This design comes from an exercise in tuning for small area on the open sky130 flow, not from production work. At most, simulation tests tie the RTL to the original design; equivalence was not proved. Only the layout flow was run in runs 2 and 3; the RTL was not checked for function there. Power figures rest on the tool's default switching activity, not on a simulated workload.

==> flow/design.v <==
module core#(
    parameter ADR_MSB = 15,
    parameter DAT_MSB = 15
)(
    input       wire            clk,
    input       wire            rst,
    input       wire            m_wait,
    input       wire[7:0]       m_idata,
    output      wire[7:0]       m_odata,
    output      wire[ADR_MSB:0] m_addr,
    output      wire            m_cs,
    output      wire            m_we
);
localparam CS_HOLD      = 3'b000;
localparam CS_PRE_FETCH = 3'b001;
localparam CS_FETCH     = 3'b010;
localparam CS_DECODE    = 3'b011;
localparam CS_LD_BYTE_L = 3'b100;
localparam CS_LD_BYTE_H = 3'b101;
localparam CS_ST_BYTE_L = 3'b110;
localparam CS_ST_BYTE_H = 3'b111;
localparam OP_LDI = 3'b000;  
localparam OP_LDM = 3'b001;  
localparam OP_STM = 3'b010;  
localparam OP_STL = 3'b011;  
localparam OP_ALU = 3'b100;  
localparam OP_MVX = 3'b101;  
localparam OP_JMP = 3'b110;  
localparam OP_JPC = 3'b111;  
reg [DAT_MSB:0] dr;          
reg [DAT_MSB:0] ac;          
reg [ADR_MSB:0] ix;          
reg [ADR_MSB:0] lr;          
reg [ADR_MSB:0] pc;          
reg [5:0]       ir;          
reg [7:0]       db;          
reg             ac_isz;      
reg             ac_carry;    
reg [2:0]       status;      
reg             ar_sel;      
reg             ar_set_bit;  
reg             mem_req;     
reg             mem_wr;      
assign m_addr = ar_sel ? pc[ADR_MSB:0] : { ix[ADR_MSB:1], ix[0] | ar_set_bit };
assign m_odata = db;
assign m_cs = mem_req;
assign m_we = mem_wr;
reg is_fetch;
reg is_decode;
reg is_ld_byte;
reg is_ld_byte_l;
wire is_ldi = ~ir[5] & ~ir[4] & ~ir[3];
wire is_ldm = ~ir[5] & ~ir[4] & ir[3];
wire is_stm = ~ir[5] & ir[4] & ~ir[3];
wire is_stl = ~ir[5] & ir[4] & ir[3];
wire is_alu = ir[5] & ~ir[4] & ~ir[3];
wire is_mvx = ir[5] & ~ir[4] & ir[3];
wire is_jmp = ir[5] & ir[4] & ~ir[3];
wire is_jpc = ir[5] & ir[4] & ir[3];
wire is_mem_op = ~ir[5];
wire is_full_word = ir[2];
wire[2:0] next_mem_status  = { 1'b1, ir[4], 1'b0 };     
always @(posedge clk) begin
    if (is_ld_byte_l) begin      
        dr[7:0] <= m_idata;
    end
    if (is_ld_byte) begin        
        dr[DAT_MSB:8] <= m_idata & { status[0], status[0], status[0], status[0], status[0], status[0], status[0], status[0] };
    end
end
wire use_alu_sel = is_decode & is_alu;
wire[2:0] alu_sel = ir[2:0] & { use_alu_sel, use_alu_sel, use_alu_sel };
reg[DAT_MSB:0] alu_rs;
reg carry;
always @(*) begin
    case(alu_sel)
        3'b000: { carry, alu_rs } = { ac_carry, ac };
        3'b001: { carry, alu_rs } = { 1'b0, dr };
        3'b010: { carry, alu_rs } = ac + dr;
        3'b011: { carry, alu_rs } = ac + ~dr + 1'b1;
        3'b100: { carry, alu_rs } = { 1'b0, ac & dr };
        3'b101: { carry, alu_rs } = { 1'b0, ac | dr };
        3'b110: { carry, alu_rs } = { 1'b0, ac ^ dr };
        3'b111: { carry, alu_rs } = { ac[0], ac_carry, ac[DAT_MSB:1] };
    endcase
end
always @(posedge clk) begin
    if (is_fetch) begin          
        ir <= m_idata[7:2];
    end
end
reg[2:0] next_status;
wire hold_status = rst | mem_req & m_wait;
wire[2:0] masked_status = status & { ~hold_status, ~hold_status, ~hold_status };
always @(*) begin
    case (masked_status)
        CS_HOLD      : next_status = rst ? CS_PRE_FETCH : status;
        CS_PRE_FETCH : next_status = CS_FETCH;
        CS_FETCH     : next_status = CS_DECODE;
        CS_DECODE    : next_status = is_mem_op ? next_mem_status : CS_PRE_FETCH;
        CS_LD_BYTE_L : next_status = is_full_word ? CS_LD_BYTE_H : CS_PRE_FETCH;
        CS_LD_BYTE_H : next_status = CS_PRE_FETCH;
        CS_ST_BYTE_L : next_status = is_full_word ? CS_ST_BYTE_H : CS_PRE_FETCH;
        CS_ST_BYTE_H : next_status = CS_PRE_FETCH;
        default      : next_status = CS_PRE_FETCH;
    endcase
end
wire will_write_mem = (next_status[2] & next_status[1]);
always @(posedge clk) begin
    mem_wr <= will_write_mem;
    mem_req <= next_status[2] | (next_status == CS_FETCH);
    ar_set_bit <= next_status[2] & next_status[0];    
    ar_sel <= ( ~next_status[2] & ( ~next_status[1] ^ ~next_status[2] ) ) | (next_status[2] & is_ldi) | rst;
    case({ir[3], next_status[0]})
    2'b00: db <= ac[7:0];
    2'b01: db <= ac[DAT_MSB:8];
    2'b10: db <= lr[7:0];
    2'b11: db <= lr[ADR_MSB:8];
    endcase
    status <= next_status;
    is_fetch <= next_status == CS_FETCH;
    is_decode <= next_status == CS_DECODE;
    is_ld_byte <= next_status[2] & ~next_status[1];
    is_ld_byte_l <= next_status == CS_LD_BYTE_L;
end
always @(posedge clk) begin
    if (is_decode & is_mvx) begin
        ix <= dr;
    end
end
always @(posedge clk) begin
    if (is_decode & is_jmp & ir[0]) begin
        lr <= pc;
    end
end
always @(posedge clk) begin
    ac <= alu_rs;
    ac_isz <= (ac == 16'b0);
	ac_carry <= carry;
end
wire do_jpc = ac_isz & ~ir[2] | ac_carry & ir[2];
wire ld_pc = (is_decode & (is_jmp | is_jpc & do_jpc)) | rst;
wire inc_pc = (is_fetch | is_ld_byte) & ar_sel & ~m_wait;
always @(posedge clk) begin
	if (ld_pc) begin
        pc <= rst ? 16'b0 : dr;
    end else begin
        pc <= pc + inc_pc;
    end
end
endmodule
==> flow/run.sh <==
#!/bin/bash
# synth_recipe.tcl (not shown) runs the flow's synth.tcl, then flattens the netlist and writes it again
# the make line also repeats each setting of config.mk as NAME=value (left out here)
make -C /OpenROAD-flow-scripts/flow DESIGN_CONFIG=/design/flow/config.mk WORK_HOME=/design/flow/orfs CLKGATE_MAP_FILE= SYNTH_SCRIPT=/design/flow/synth_recipe.tcl finish
==> flow/config.mk <==
export PLATFORM = sky130hd
export DESIGN_NAME = core
export DESIGN_NICKNAME = core
export VERILOG_FILES = /design/flow/design.v
export SDC_FILE = /design/flow/constraint.sdc
export NUM_CORES = 4
export LEC_CHECK = 0
export CAP_MARGIN = 20
export CORE_MARGIN = 2
export CORE_UTILIZATION = 40
export SLEW_MARGIN = 20
==> flow/constraint.sdc <==
create_clock -name core_clock -period 5.0 [get_ports {clk}]
set_input_delay 1.0000 -clock core_clock [delete_from_list [all_inputs] [get_ports {clk}]]
set_output_delay 1.0000 -clock core_clock [all_outputs]
set_load 0.01 [all_outputs]
==> flow_metrics.tcl, run 1 <==
set metrics [dict create \
    synthesis.nets 736 \
    grt_pass1_vias 5266 \
    ir_drop_v 0.0002475 \
    outcome "timing/DRC/antenna clean" \
    final_cell_mix "edfxtp_1 (71), nor2_1 (63), ha_1 (50), inv_1 (48), a21oi_1 (45)" \
    path_buf_inv 1 \
    ys_ff_latch 107 \
    fin_skew_ps 13.86 \
    hold_buffers 0 \
    cts.sinks 107 \
    io_buffers 36 \
    grt_setup_unrepaired "false" \
    grt_overflow 0 \
    yosysUniqueCellTypes 86 \
    yosysSeqAreaShare_pct 42.25 \
    p_leak_nw 2.816 \
    start_util_pct 40.86 \
    track_usage_pct 23.10 \
    cts_resized 0 \
    cp_slowest_cell "clkdlybuf4s50_1" \
    cellPowerDensity_nw_per_um2 370.5 \
    use_met3_pct 3.855 \
    cp_cell_sequence "clkdlybuf4s50_1 > nor3b_1 > ha_1 > ha_1 > nand3_1 > nor2_1 > nand3_1 > nor2b_1 > nand4_1 > xor2_1 > a211oi_1" \
    sw_frac_of_total_pct 34.83 \
    path_class "in2reg" \
    postSynth.asyncResetShare_pct 0 \
    critPathRequiredTime_ps 5250 \
    dieArea_sq_um 17940 \
    synth_top_area_share_pct 31.57 \
    fin_crit_sh_pct 64.79 \
    globalRouteMet1Util_pct 32.05 \
    syn_inst 673 \
    min_path_cells 0 \
    post-cts-setup-buffers 0 \
    grt_max_degree 33 \
    ys_warn_count 1 \
    fin_util_pct 45.64 \
    die_h_microns 133.9 \
    reg2regPathDepth 6 \
    h-tree-depth 3 \
    tightest_slew_ps 1033 \
    fmax_mhz 308.7 \
    vias 5425 \
    finalHoldViolations 0 \
    finalSetupViolations 0 \
    synth.area.top_cells "edfxtp_1 (32%), dfxtp_1 (11%), ha_1 (9.3%)" \
    synth_edf_count 71 \
    critPathMaxStageDelay_ps 470 \
    drv_cap 0 \
    final.fill_count 1575 \
    seq_area_sq_um 2853 \
    first_iter_violations 612 \
    ant_nets 0 \
    core_area_sq_um 16520 \
    crit_path_start_kind "input pin" \
    multi_input_area_sq_um 3537 \
    slew_violations 0 \
    cp_data_arrival_time_ps 3490 \
    p_switching_mw 0.9734 \
    post_synth.cell_area_avg_sq_um 10.03 \
    clock_latency_ps 360 \
    fin_nets 754 \
    intPower_mw 1.821 \
    avgRoutedWirePerCell_microns 21.84 \
    relSlewSlack_pct 30.96 \
    dp_hpwl_microns 14490 \
    drt_pass1_iterations 5 \
    rows 47 \
    clockBufferDepth 2 \
    area_growth_pct 11.69 \
    p_seq_share_pct 45.3 \
    period_minus_slack_ps 3239 \
    worstSetupPathDepth 11 \
    dp_slack_ps 1440 \
    num_antenna_cells 0 \
    place_congestion 0.9394 \
    antenna_found_initial 0 \
    viasPerCell 5.922 \
    min_path_type "reg2reg" \
    crit_fanout 4 \
    io_pins 37 \
    busiest_layer "met2" \
    p_clk_share_pct 25.8 \
    final.setup.tns_ps 0 \
    synth_top_flop_cell "edfxtp_1" \
    wirelength_microns 20010 \
    worst_slack_ps 1761 \
    die_width_microns 133.9 \
    cts_buffers 9 \
    path_delay_family "simple AND/OR/NAND/NOR gates" \
    route.detailed.drc 0 \
    root_buffer "clkbuf_16" \
    clkTransAtPathRegs_ps 70 \
    yosysTopAreaCell "edfxtp_1" \
    cts_tree "yes" \
    end_kind "flop" \
    layout-drive-gt1-share_pct 9.052 \
    syn-cell-area_sq_um 6753 \
    grt_pass1_wl_microns 31330 \
    grt_use_met2_pct 36.21 \
    combPwrFrac_pct 28.9 \
    final_common_cell "edfxtp_1" \
]
through the flow:
stage | instances | power [mW] | area (sq um) | hold WS, ps
CTS | 916 | 2.800 | 7542 | 516.1
global placement | 900 | 2.068 | 7243 | 499.7
finish | 916 | 2.795 | 7542 | 530.3
detailed placement | 900 | 2.083 | 7243 | 494.7
floorplan | 673 | 1.768 | 6753 | 433.5
global route | 916 | 2.931 | 7542 | 521.8
sequential cells by signal, indices dropped and copies added, names as in the netlist:
signal        flops
mem_wr            1
ar_sel            1
status            3
db                8
ac               16
is_decode         1
dr               16
mem_req           1
ir                6
is_ld_byte        1
ar_set_bit        1
is_fetch          1
pc               16
is_ld_byte_l      1
ac_carry          1
ac_isz            1
lr               16
ix               16
synthesized netlist by cell type, drive strengths merged, types with 12 or more instances:
cell type and instances:
a211oi 22, a21oi 47, and2 12, buf 23, dfxtp 36, edfxtp 71, ha 50, inv 50
mux2 16, nand2 40, nand2b 14, nand3 15, nor2 64, nor3 16, o21ai 37
final timing paths:
| check | from | to | slack, ps |
|---|---|---|---|
| max reg2reg | ir[3] | ac[12] | 1890 |
| min | pc[0] | lr[0] | 530 |
| min reg2reg | pc[0] | lr[0] | 530 |
| max | m_wait | pc[14] | 1760 |
power groups by stage:
| stage | Combinational (mW) | Sequential [mW] | Clock, mW |
|---|---|---|---|
| 3_5_place_dp | 0.795 | 1.29 | 0 |
| 3_3_place_gp | 0.784 | 1.28 | 0 |
| 6_report | 0.808 | 1.27 | 0.721 |
| 4_1_cts | 0.801 | 1.27 | 0.730 |
| 2_1_floorplan | 0.586 | 1.18 | 0 |
| 5_1_grt | 0.889 | 1.28 | 0.758 |
cell type report:
| type | count | area share (%) |
|---|---|---|
| clock inverter | 6 | 0.7963 |
| timing repair buffer | 40 | 5.176 |
| clock buffer | 10 | 3.169 |
| inverter | 50 | 2.488 |
| tap | 220 | 3.650 |
| multi-input combinational | 483 | 46.90 |
| sequential | 107 | 37.82 |
per-layer routing:
| layer | share of wire [%] | wire length (microns) |
|---|---|---|
| met1 | 44 | 8898 |
| met2 | 46 | 9260 |
| met3 | 6.1 | 1222 |
| met4 | 3.1 | 629 |
| met5 | 0 | 0 |
cell families (layout without fill, tap and decap cells):
group                      Yosys count  after routing  synth area share (%)
AOI/OAI and AO/OA                  183            183                 19.01
xor gates and xnor gates            18             18                 2.335
DFF                                107            107                 42.25
and+or+nand+nor                    203            203                 15.29
muxes                               27             27                 5.892
buffers and inverters               83            106                 5.373
adders and majority gates           52             52                 9.857
worst register-to-register path, cell delays in order (launching register included):
cell	delay [ps]
edfxtp_1	660
and4bb_1	560
nand3b_2	390
nor2_1	830
o21ai_0	200
o211a_1	190
a211oi_2	140
==> run 2, diff against run 1 <==
==> flow/design.v (replaced) <==
module core#(
    parameter ADR_MSB = 15,
    parameter DAT_MSB = 15
)(
    input       wire            clk,
    input       wire            rst,
    input       wire            m_wait,
    input       wire[7:0]       m_idata,
    output      wire[7:0]       m_odata,
    output      wire[ADR_MSB:0] m_addr,
    output      wire            m_cs,
    output      wire            m_we
);
reg [15:0] dr;       
reg [15:0] ac;       
reg [15:0] ix;       
reg [15:0] lr;       
reg [15:0] pc;       
reg [5:0]  ir;       
reg        cf;       
reg st_m;            
reg st_a;            
reg st_b;            
wire s_fetch  = st_b;
wire s_decode = ~st_m & st_a;
wire s_mem    = st_m;
wire s_hi     = st_a;
wire is_ldi  = ~ir[4] & ~ir[3];      
wire is_st   = ir[4];                
wire w       = ir[2];
wire sel_pc  = st_b | is_ldi;
assign m_cs   = st_m | st_b;
assign m_we   = st_m & is_st;
assign m_addr = sel_pc ? pc : { ix[15:1], ix[0] | s_hi };
wire [15:0] st_src = ir[3] ? lr : ac;
assign m_odata = s_hi ? st_src[15:8] : st_src[7:0];
always @(posedge clk) begin
    st_b <= ~rst & ~st_m & ~st_a & (~st_b | m_wait);
    st_a <= ~rst & ((st_b & ~m_wait) | (st_m & (st_a ? m_wait : (~m_wait & w))));
    st_m <= ~rst & ((s_decode & ~ir[5]) | (st_m & (m_wait | (~st_a & w))));
end
always @(posedge clk) begin
    if (s_fetch)
        ir <= m_idata[7:2];
end
wire ld_mem = s_mem & ~is_st;
always @(posedge clk) begin
    if (ld_mem & ~s_hi)
        dr[7:0] <= m_idata;
    if (ld_mem)
        dr[15:8] <= s_hi ? m_idata : 8'h00;
end
wire op_alu = ir[5] & ~ir[4] & ~ir[3];
wire op_mvx = ir[5] & ~ir[4] &  ir[3];
wire op_jmp = ir[5] &  ir[4] & ~ir[3];
wire op_jpc = ir[5] &  ir[4] &  ir[3];
always @(posedge clk) begin
    if (s_decode & op_mvx)
        ix <= dr;
    if (s_decode & op_jmp & ir[0])
        lr <= pc;
end
wire zf = ~|ac;
wire take = op_jmp | (op_jpc & (ir[2] ? cf : zf));
wire ld_pc = s_decode & take;
wire inc = m_cs & sel_pc & ~m_wait;
wire [16:0] pcc;
wire [15:0] pci;
assign pcc[0] = inc;
genvar i;
generate
    for (i = 0; i < 16; i = i + 1) begin : g_pc
        assign pci[i] = pc[i] ^ pcc[i];
        assign pcc[i+1] = pc[i] & pcc[i];
    end
endgenerate
always @(posedge clk) begin
    if (rst)
        pc <= 16'h0000;
    else if (ld_pc)
        pc <= dr;
    else
        pc <= pci;
end
wire [2:0] s = ir[2:0];
wire sub = s[0];                     
wire [15:0] bo = dr ^ {16{sub}};
wire [16:0] c;
wire [15:0] sum;
assign c[0] = sub;
generate
    for (i = 0; i < 16; i = i + 1) begin : g_add
        assign sum[i] = ac[i] ^ bo[i] ^ c[i];
        assign c[i+1] = (ac[i] & bo[i]) | (c[i] & (ac[i] ^ bo[i]));
    end
endgenerate
reg [15:0] res;
reg        cres;
always @(*) begin
    case (s)
        3'd0: begin res = ac;            cres = cf;           end
        3'd1: begin res = dr;            cres = 1'b0;         end
        3'd2: begin res = sum;           cres = c[16];        end
        3'd3: begin res = sum;           cres = ~c[16];       end
        3'd4: begin res = ac & dr;       cres = 1'b0;         end
        3'd5: begin res = ac | dr;       cres = 1'b0;         end
        3'd6: begin res = ac ^ dr;       cres = 1'b0;         end
        3'd7: begin res = {cf, ac[15:1]}; cres = ac[0];       end
    endcase
end
always @(posedge clk) begin
    if (s_decode & op_alu) begin
        ac <= res;
        cf <= cres;
    end
end
endmodule
--- a/flow/config.mk
+++ b/flow/config.mk
@@ -5,7 +5,9 @@
 export SDC_FILE = /design/flow/constraint.sdc
 export NUM_CORES = 4
 export LEC_CHECK = 0
+export ABC_AREA = 1
 export CAP_MARGIN = 20
 export CORE_MARGIN = 2
-export CORE_UTILIZATION = 40
+export CORE_UTILIZATION = 70
+export CTS_BUF_LIST = sky130_fd_sc_hd__clkbuf_4 sky130_fd_sc_hd__clkbuf_8
 export SLEW_MARGIN = 20
==> run 2 against run 1 <==
Net effect: the layout now fails its checks (negative setup slack); utilization is 35 points higher; sequential power shrank 34%; via count shrank 20%; cell count is 22% lower.
==> flow_metrics.tcl, run 2 <==
set metrics [dict create \
    die_h_microns 92.19 \
    finalSetupViolations 4 \
    synth.area.top_cells "edfxtp_1 (39%), ha_1 (11%), dfxtp_1 (7.0%)" \
    num_antenna_cells 0 \
    path_class "reg2reg" \
    clkTransAtPathRegs_ps 100 \
    cp_cell_sequence "xor2_2 > fa_2 > fa_2 > fa_2 > fa_2 > fa_2 > inv_2 > fa_2 > fa_2 > inv_2 > fa_2 > inv_2 > fa_2 > fa_2 > inv_2 > fa_2 > inv_2 > fa_2 > inv_2 > fa_2 > fa_2 > inv_2 > fa_1 > o221ai_1" \
    fin_crit_sh_pct 119.6 \
    p_clk_share_pct 30.5 \
    ant_nets 0 \
    syn_inst 563 \
    relSlewSlack_pct 44.06 \
    combPwrFrac_pct 15.1 \
    synth_commonest_cells "nand2_1 (88), inv_1 (79), edfxtp_1 (71)" \
    ir_drop_v 0.0002114 \
    cp_data_arrival_time_ps 6180 \
    h-tree-depth 3 \
    ys_ff_latch 90 \
    tightest_slew_ps 836.0 \
    violations "negative setup slack" \
    io_buffers 36 \
    placed_cells 697 \
    min_path_type "reg2reg" \
    grt_setup_unrepaired "true" \
    p_leak_nw 2.576 \
    hold_buffers 0 \
    finalHoldViolations 0 \
    yosysUniqueCellTypes 35 \
    core_area_sq_um 7647 \
    layout-drive-gt1-share_pct 13.91 \
    cts_tree "yes" \
    p_total_mw 1.532 \
    synth.most_common_cell "nand2_1" \
    p_switching_mw 0.4270 \
    first_iter_violations 447 \
    dp_hpwl_microns 10350 \
    rows 32 \
    yosysSeqAreaShare_pct 46.15 \
    yosysTopAreaCell "edfxtp_1" \
    drt_pass1_iterations 5 \
    postSynth.asyncResetShare_pct 0 \
    vias 4343 \
    cp_slowest_cell "edfxtp_1" \
    wirelength_microns 14220 \
    critPathRequiredTime_ps 5200 \
    area_growth_pct 13.61 \
    ys_warn_count 1 \
    final_cells 713 \
    grt_pass1_vias 4482 \
    cellPowerDensity_nw_per_um2 247.7 \
    viasPerCell 6.091 \
    grt_overflow 0 \
    intPower_mw 1.105 \
    route.detailed.drc 0 \
    cp_common_cell "fa_2" \
    dieArea_sq_um 8498 \
    place_congestion 0.9592 \
    start_util_pct 71.19 \
    die_width_microns 92.19 \
    crit_path_start_kind "flop" \
    cts.sinks 90 \
    worst_slack_ps -979.7 \
    slew_violations 0 \
    cts_buffers 9 \
    track_usage_pct 35.51 \
    synthesis.nets 636 \
    root_buffer "clkbuf_8" \
    synth_top_flop_cell "edfxtp_1" \
    avgRoutedWirePerCell_microns 19.95 \
    fmax_mhz 167.2 \
    fin_skew_ps 10.27 \
    drv_cap 0 \
    io_pins 37 \
    clockBufferDepth 2 \
    grt_max_degree 32 \
    period_minus_slack_ps 5980 \
    synth_top_area_share_pct 39.16 \
    synth_edf_count 71 \
    syn-cell-area_sq_um 5444 \
    grt_pass1_wl_microns 22850 \
    post_synth.cell_area_avg_sq_um 9.670 \
    outcome "finished with violations" \
    antenna_found_initial 0 \
    final_cell_mix "nand2_1 (87), inv_1 (71), edfxtp_1 (71), nor2_1 (56), ha_1 (47)" \
    end_kind "flop" \
    crit_fanout 2 \
    whs_ps 476.7 \
    fin_nets 679 \
    critPathMaxStageDelay_ps 440 \
    p_seq_share_pct 54.5 \
    clock_latency_ps 360 \
    final_common_cell "nand2_1" \
    sw_frac_of_total_pct 27.87 \
]
run 2: per-stage QoR:
stage	setup TNS, ps	setup WS, ps	util [%]	instance area (sq um)
after floorplan	-2832	-950.1	-	5500
after global placement	-2543	-865.8	78.17	5978
after detailed placement	-2735	-925.4	78.17	5978
after global routing	-3756	-1248	80.87	6185
final	-2912	-979.7	80.87	6185
after CTS	-2861	-967.2	80.51	6157
run 2: final cells by class:
cell class / count / area, sq um
timing repair buffer: 55 / 503.0
clock buffer: 10 / 131.4
tap: 102 / 127.6
inverter: 84 / 315.3
fill: 510 / 1463
clock inverter: 6 / 47.55
multi-input combinational: 366 / 2547
sequential: 90 / 2512
run 2: logic make-up after synthesis:
group / count (synthesis) / share of synthesized area (%)
AND/OR/NAND/NOR: 184 / 14.59
buffers and inverters: 107 / 8.687
AO/OA/AOI/OAI: 104 / 11.68
flip-flops: 90 / 46.15
adder cells (fa/ha/maj): 62 / 16.32
XOR/XNOR: 16 / 2.574
run 2: what timing repair did:
item                                   in CTS  in global routing
endpoints found under the hold margin       0                  0
resized for setup                           2                  5
pin swaps                                   1                  1
setup endpoints to repair                   4                  5
buffers inserted                            0                  0
run 2: path summary, 6_finish.rpt:
check	start	end	slack (ps)	cells past startpoint
worst min-delay path	pc[11]	lr[11]	480	0
worst max register to register	dr[1]	ac[15]	-980	24
worst max-delay path	dr[1]	ac[15]	-980	24
worst min register to register	pc[11]	lr[11]	480	0
run 2: power groups by stage:
stage               combinational, mW  sequential, mW  clock [mW]
finish                          0.231           0.835       0.467
global route                    0.254           0.836       0.495
CTS                             0.225           0.834       0.473
detailed placement              0.222           0.851           0
global placement                0.215           0.850           0
floorplan                       0.151           0.844           0
run 2: metal layers:
metal	part of all wire (%)	track usage (%)	wire length [microns]
met2	49	61.46	7007
met1	38	43.82	5397
met5	0	0	0
met3	7.8	5.588	1103
met4	5.0	16.42	716
run 2: worst max-delay path: cells and delay by family, from the launching register on:
family | cells | cell delay [ps]
xor gates and xnor gates | 1 | 210
buffers and inverters | 7 | 390
AOI/OAI and AO/OA | 1 | 150
DFF | 1 | 440
adders and majority gates | 15 | 4610
==> run 3, diff against run 2 <==
==> flow/config.mk (replaced) <==
export PLATFORM = sky130hd
export DESIGN_NAME = core
export DESIGN_NICKNAME = core
export VERILOG_FILES = /design/flow/design.v
export SDC_FILE = /design/flow/constraint.sdc
export NUM_CORES = 4
export LEC_CHECK = 0
export CAP_MARGIN = 20
export CORE_MARGIN = 2
export CORE_UTILIZATION = 40
export SLEW_MARGIN = 20
==> run 3 against run 2 <==
Net effect: critical path type unchanged; critical path depth rose by 2; cell count fell by 7.0%; largest cell class unchanged; routed wire length fell by 9.6%; first-iteration DRC count fell by 39%; sequential share of layout area fell by 2.2 points; combinational power barely moved; area after synthesis rose by 1.5%; hold slack got worse by 11 ps; clock skew fell by 1.3 ps; global-route usage fell by 17 points; largest power group unchanged; via count fell by 21%; the layout still fails its checks (negative setup slack); count of clock-buffer cells in the layout rose by 1.
==> flow_metrics.tcl, run 3 <==
set metrics [dict create \
    placed_cells 645 \
    fmax_mhz 168.9 \
    h-tree-depth 3 \
    clkTransAtPathRegs_ps 70 \
    cts_resized 0 \
    violations "negative setup slack" \
    ys_ff_latch 90 \
    layout-drive-gt1-share_pct 23.41 \
    grt_pass1_wl_microns 20220 \
    ir_drop_v 0.0001644 \
    clockBufferDepth 2 \
    final_cell_mix "edfxtp_1 (71), ha_1 (47), inv_1 (44), clkdlybuf4s50_1 (35), nand2b_1 (31)" \
    cts.sinks 90 \
    place_congestion 0.8304 \
    outcome "finished with violations" \
    grt_pass1_vias 3460 \
    cts_tree "yes" \
    antenna_found_initial 0 \
    finalHoldViolations 0 \
    vias 3425 \
    io_buffers 36 \
    finalSetupViolations 5 \
    period_minus_slack_ps 5920 \
    cellPowerDensity_nw_per_um2 269.8 \
    final.setup.tns_ps -3084 \
    fin_crit_sh_pct 118.4 \
    num_antenna_cells 0 \
    dp_hpwl_microns 9518 \
    wirelength_microns 12860 \
    avgRoutedWirePerCell_microns 19.39 \
    first_iter_violations 271 \
    final.fill_count 1222 \
    final_cells 663 \
    viasPerCell 5.166 \
    cp_data_arrival_time_ps 6120 \
    die_h_microns 121.5 \
    synth_top_area_share_pct 38.59 \
    die_width_microns 121.5 \
    route.detailed.drc 0 \
    slew_violations 0 \
    synth_top_flop_cell "edfxtp_1" \
    top_layer "met4" \
    synthesis.nets 503 \
    area_growth_pct 18.30 \
    relSlewSlack_pct 45.90 \
    postSynth.asyncResetShare_pct 0 \
    crit_path_start_kind "flop" \
    fin_nets 555 \
    grt_overflow 0 \
    start_util_pct 41.39 \
    yosysUniqueCellTypes 36 \
    synth_commonest_cells "edfxtp_1 (71), inv_1 (51), ha_1 (47)" \
    dieArea_sq_um 14770 \
    yosysTopAreaCell "edfxtp_1" \
    syn_inst 430 \
    wl_met3_microns 464 \
    rows 42 \
    drt_pass1_iterations 4 \
    end_kind "flop" \
    cts_buffers 9 \
    synth_edf_count 71 \
    crit_fanout 3 \
    final_common_cell "edfxtp_1" \
    path_class "reg2reg" \
    fin_skew_ps 8.948 \
    clock_latency_ps 340 \
    drv_cap 0 \
    wl_met1_microns 5864 \
    root_buffer "clkbuf_16" \
    ys_warn_count 1 \
    io_pins 37 \
    synth.most_common_cell "edfxtp_1" \
    min_path_type "reg2reg" \
    post_synth.cell_area_avg_sq_um 12.85 \
    p_leak_nw 2.619 \
    syn-cell-area_sq_um 5525 \
    tightest_slew_ps 808.4 \
    worst_slack_ps -920.0 \
    synth.area.top_cells "edfxtp_1 (39%), ha_1 (11%), mux4_2 (9.0%)" \
    core_area_sq_um 13350 \
    grt_setup_unrepaired "true" \
    track_usage_pct 18.57 \
    ant_nets 0 \
    grt_max_degree 36 \
    yosysSeqAreaShare_pct 45.47 \
    critPathRequiredTime_ps 5200 \
    dr_wl_met2_microns 6315 \
]
## run 3: what timing repair did
action	4_1_cts	5_1_grt
setup buffers	2	0
hold buffers	0	0
pin swaps	3	0
gates cloned	0	0
endpoints found under the setup margin	6	6
## run 3: where the power goes
group / internal, mW / switching [mW]
Clock: 0.404 / 0.297
Combinational: 0.120 / 0.109
Sequential: 0.819 / 0.0148
## run 3: worst paths after layout
check | from | endpoint | slack (ps) | cells past startpoint
max | ir[0] | ac[15] | -920 | 26
min | pc[0] | lr[0] | 470 | 0
max reg2reg | ir[0] | ac[15] | -920 | 26
min reg2reg | pc[0] | lr[0] | 470 | 0
## run 3: logic make-up after synthesis
family | count (synthesis) | share of synthesized area (%)
muxes | 65 | 17.87
AOI/OAI and AO/OA | 32 | 3.306
buffers and inverters | 73 | 5.638
adders and majority gates | 62 | 16.08
DFF | 90 | 45.47
xor gates and xnor gates | 17 | 2.695
and+or+nand+nor | 91 | 8.945
## run 3: critical path, stage by stage, from the launching register on
cell and delay, ps:
edfxtp_1 430, mux2_4 300, fa_2 340, fa_2 350, fa_2 350, fa_2 340, fa_2 340, inv_2 60
fa_2 210, fa_2 200, inv_2 40, fa_2 330, inv_2 70, fa_2 200, fa_2 200, inv_2 40
fa_2 320, inv_2 70, fa_2 190, inv_2 40, fa_2 330, fa_2 340, inv_2 60, fa_1 370
nand2_1 60, o21ai_1 60, o21ai_1 130
## run 3: per-layer routing
metal | up-vias | global-route usage [%]
li1 | 1612 | -
met1 | 1736 | 25.62
met2 | 62 | 30.55
met3 | 15 | 3.137
met4 | 0 | 4.957
met5 | - | 0
## run 3: per-stage QoR
stage / utilization [%] / setup WS [ps] / area [sq um] / power, mW / hold slack, ps
global placement: 46.63 / -911.6 / 6223 / 1.073 / 444.0
CTS: 49.01 / -947.1 / 6541 / 1.776 / 466.8
global route: 48.97 / -1175 / 6536 / 1.826 / 479.2
floorplan: - / -1198 / 5580 / 1.002 / 431.1
finish: 48.97 / -920.0 / 6536 / 1.764 / 465.8
detailed placement: 46.63 / -976.6 / 6223 / 1.080 / 452.2
## run 3: layout make-up
| class | instances | area, sq um | area share (%) |
|---|---|---|---|
| Multi-Input combinational cell | 267 | 2751 | 42.09 |
| Clock buffer | 11 | 242.7 | 3.714 |
| Tap cell | 176 | 220.2 | 3.369 |
| Timing Repair Buffer | 63 | 558.0 | 8.538 |
| Inverter | 51 | 191.4 | 2.929 |
| Clock inverter | 5 | 60.06 | 0.9188 |
| Sequential cell | 90 | 2512 | 38.44 |

[separate check: timing with driven ports]
How much do the figures lean on ideal ports? The routed layouts below were timed once more, with nothing changed but the port constraints. Step 1 sets driving cells, clkbuf_16 on the clock port and buf_2 on the other inputs (assumed; they add their load-dependent delay and slew). Step 2 times the ports against the registers' clock, not the clock port: input delays grow and output delays shrink by t, the midpoint of the rising clock arrivals with the driver on. a / b / c = no drivers / after step 1 / after step 2; a / b = the first two.
| run | shift t [ns] | slack for setup (ns) | worst setup path at the end | worst data-port slew with drivers (ns) |
|---|---|---|---|---|
| run 1 | 0.395 | 1.761 / 1.783 / 1.388 | input to register | 0.03 |
| run 2 | 0.387 | -0.980 / -0.980 / -0.980 | register to register | 0.05 |
| run 3 | 0.374 | -0.920 / -0.920 / -0.920 | register to register | 0.03 |
The setup slack of run 1, which loses most, moves by +0.022 ns with the drivers and by -0.373 ns with both steps.
